What follows belongs to an exercise in optimizing a design on an open flow for a short achievable clock period and few clock cycles; a production flow would make more cautious choices. The RTL was checked by simulation tests, not by an equivalence proof against the original design.

// CPU
module CPU (
    output [6:0] disp0, disp1, disp2, disp3, disp4, disp5, disp6, disp7, disp8, disp9, disp10, disp11, disp12, disp13,
    output [2:0] flags,
    output halted,
    output [5:0] mem_addr,
    output mem_wr,
    output [13:0] mem_wdata,
    input [13:0] mem_rdata,
    input clk, rst);
    reg rst_q;              
    reg [5:0] addr;         
    reg [5:0] pc;           
    reg halt_r;
    reg [447:0] shadow;
    reg [6:0] hw;
    reg lh;                 
    reg dcyc;               
    reg wr_r;
    reg [13:0] wdata_r;
    reg ev;                 
    reg [13:0] ir;
    reg [13:0] A, B;        
    reg [111:0] rf;         
    reg [2:0] flags_r;
    reg [97:0] disp_r;
    reg [1:0] mph;
    reg [17:0] pp0, pp1, pp2;
    reg [15:0] pp3;
    reg [13:0] mres;
    reg movf;
    reg dbusy;
    reg [3:0] dcnt;
    reg [13:0] drem, dq;
    reg [27:0] dd;
    assign mem_addr = addr;
    assign mem_wr = wr_r;
    assign mem_wdata = wdata_r;
    assign flags = flags_r;
    assign halted = halt_r;
    assign {disp13, disp12, disp11, disp10, disp9, disp8, disp7,
            disp6, disp5, disp4, disp3, disp2, disp1, disp0} = disp_r;
    wire [4:0] op = ir[13:9];
    wire [2:0] rd = ir[8:6];
    function [14:0] addc14(input [13:0] a, input [13:0] b, input cin);
        reg [13:0] g, p, G, P;
        integer i, d;
        begin
            g = a & b;
            p = a ^ b;
            G = g;
            P = p;
            G[0] = g[0] | (p[0] & cin);
            for (d = 1; d < 14; d = d * 2)
                for (i = 13; i >= d; i = i - 1) begin
                    G[i] = G[i] | (P[i] & G[i-d]);
                    P[i] = P[i] & P[i-d];
                end
            addc14 = {G[13], p ^ {G[12:0], cin}};
        end
    endfunction
    wire [14:0] addAB = addc14(A, B, 1'b0);
    wire [14:0] subAB = addc14(A, ~B, 1'b1);     
    wire ltAB = !subAB[14];
    wire eqAB = (A == B);
    wire [14:0] cmp2 = addc14({1'b0, A[13:1]}, ~{1'b0, B[12:0]}, 1'b1);
    wire lt2B = B[13] || !cmp2[14];
    wire bz = (B == 14'd0);
  ...
For scale: ~830 flip-flops, ~140 I/O pins, roughly 58,000 um^2 of cells after synthesis.
Settings: LEC_CHECK=0, CAP_MARGIN=20, CORE_MARGIN=2, CORE_UTILIZATION=40, PLACE_DENSITY=0.6, SLEW_MARGIN=20; clock period 24.0 ns.
standard.sh (not shown) runs the stock make flow with config.mk's settings and CLKGATE_MAP_FILE= SYNTH_SCRIPT=/design/flow/synth_recipe.tcl, a recipe that flattens the netlist after the stock synthesis.
==> flow/flow/run.sh <==
#!/bin/bash
# The standard layout, with timing repair aimed well below the clock period
# (the constraints are unchanged): a setup margin for repair_timing, cell
# resizing not held to the same footprint, and ports buffered with buf_4.
set -euo pipefail
bash standard.sh SETUP_SLACK_MARGIN=18.5 MATCH_CELL_FOOTPRINT=0 \
    "BUFFER_PORTS_ARGS=-buffer_cell sky130_fd_sc_hd__buf_4" finish > make_finish.log 2>&1
Testbench counts at the start, summed over its fixed seeds: cycles 60,953.
==> next run, changes <==
==> flow/flow/run.sh (replaced) <==
#!/bin/bash
# The standard layout, with timing repair aimed well below the clock period
# (the constraints are unchanged): a setup margin for repair_timing, cell
# resizing not held to the same footprint, ports buffered with buf_4, and a
# denser floorplan for a smaller clock tree.
set -euo pipefail
bash standard.sh SETUP_SLACK_MARGIN=18.8 MATCH_CELL_FOOTPRINT=0 \
    "BUFFER_PORTS_ARGS=-buffer_cell sky130_fd_sc_hd__buf_4" \
    CORE_UTILIZATION=60 PLACE_DENSITY=0.72 finish > make_finish.log 2>&1
After rerunning: The new run passed the timing, design-rule and antenna checks; sequential cell count is unchanged; clock skew is lower by 0.014 ns; non-clock buffer count fell by 12; final area came out lower by 1.2%; maximum frequency goes down by 0.42%; routed wire length falls by 0.63%; final cell count shrinks by 7.6%.

---

CPU, a different RTL version from the one above (not shown whole).
For scale: roughly 3700 cells after synthesis, roughly 140 I/O pins, ~0.031 mm^2 of cells after synthesis.
clock: 24.0 ns
lec_check: 0
cap_margin: 20
core_margin: 2
core_utilization: 40
place_density: 0.6
slew_margin: 20
==> flow/flow/run.sh <==
#!/bin/bash
# The standard layout, with timing repair aimed well below the clock period
# (the constraints are unchanged): a setup margin for repair_timing, cell
# resizing not held to the same footprint, and ports buffered with buf_4.
set -euo pipefail
bash standard.sh SETUP_SLACK_MARGIN=18.5 MATCH_CELL_FOOTPRINT=0 \
    "BUFFER_PORTS_ARGS=-buffer_cell sky130_fd_sc_hd__buf_4" finish > make_finish.log 2>&1
Testbench counts at the start, summed over its fixed seeds: cycles 63,495.
Change:
==> flow/flow/run.sh (replaced) <==
#!/bin/bash
# The standard layout, with timing repair aimed well below the clock period
# (the constraints are unchanged): a setup margin for repair_timing, cell
# resizing not held to the same footprint, ports buffered with buf_4, and a
# denser floorplan for a smaller clock tree.
set -euo pipefail
bash standard.sh SETUP_SLACK_MARGIN=18.8 MATCH_CELL_FOOTPRINT=0 \
    "BUFFER_PORTS_ARGS=-buffer_cell sky130_fd_sc_hd__buf_4" \
    CORE_UTILIZATION=60 PLACE_DENSITY=0.72 finish > make_finish.log 2>&1
The changed run finished clean. Global-route usage grows by 17 points. Setup slack improved by 15 ps. Area after synthesis stays the same. Design area came out higher by 2.8%. Die area shrinks by 33%. Routed wire length rises by 7.1%.

[separate check: timing with driven ports]
No port has a modelled driver above. Below, the same layouts with a new extraction and two added sets of constraints. Step 1 assumes that a clkbuf_16 drives the clock port and a buf_2 every other input. Step 2 adds t to the input delays and takes it off the output delays; t is the mean of the earliest and latest rising clock arrival at the registers after step 1. Input paths then give back, and output paths get back, about the clock's delay inside the block. Three values: ideal, step 1, step 2; two values: the first two.
| run | t (ns) | setup WS [ns] | worst setup path after step 2 | latest minus earliest clock arrival (ns) | worst slew at a driven data input, ns |
|---|---|---|---|---|---|
| the first run of note 1 | 0.812 | 17.767 / 17.683 / 17.007 | input to register | 0.103 / 0.103 | 0.28 |
| the second run of note 1 | 0.806 | 17.741 / 17.682 / 16.876 | input to register | 0.078 / 0.078 | 0.36 |
| the first run of note 2 | 0.699 | 17.939 / 17.871 / 17.853 | input to register | 0.069 / 0.069 | 0.08 |
| the second run of note 2 | 0.665 | 17.954 / 17.890 / 17.921 | input to register | 0.073 / 0.073 | 0.27 |
After both steps every run listed still meets setup and hold. The setup slack of the second run of note 1, which loses most, moves by -0.059 ns with the drivers and by -0.865 ns with both steps.
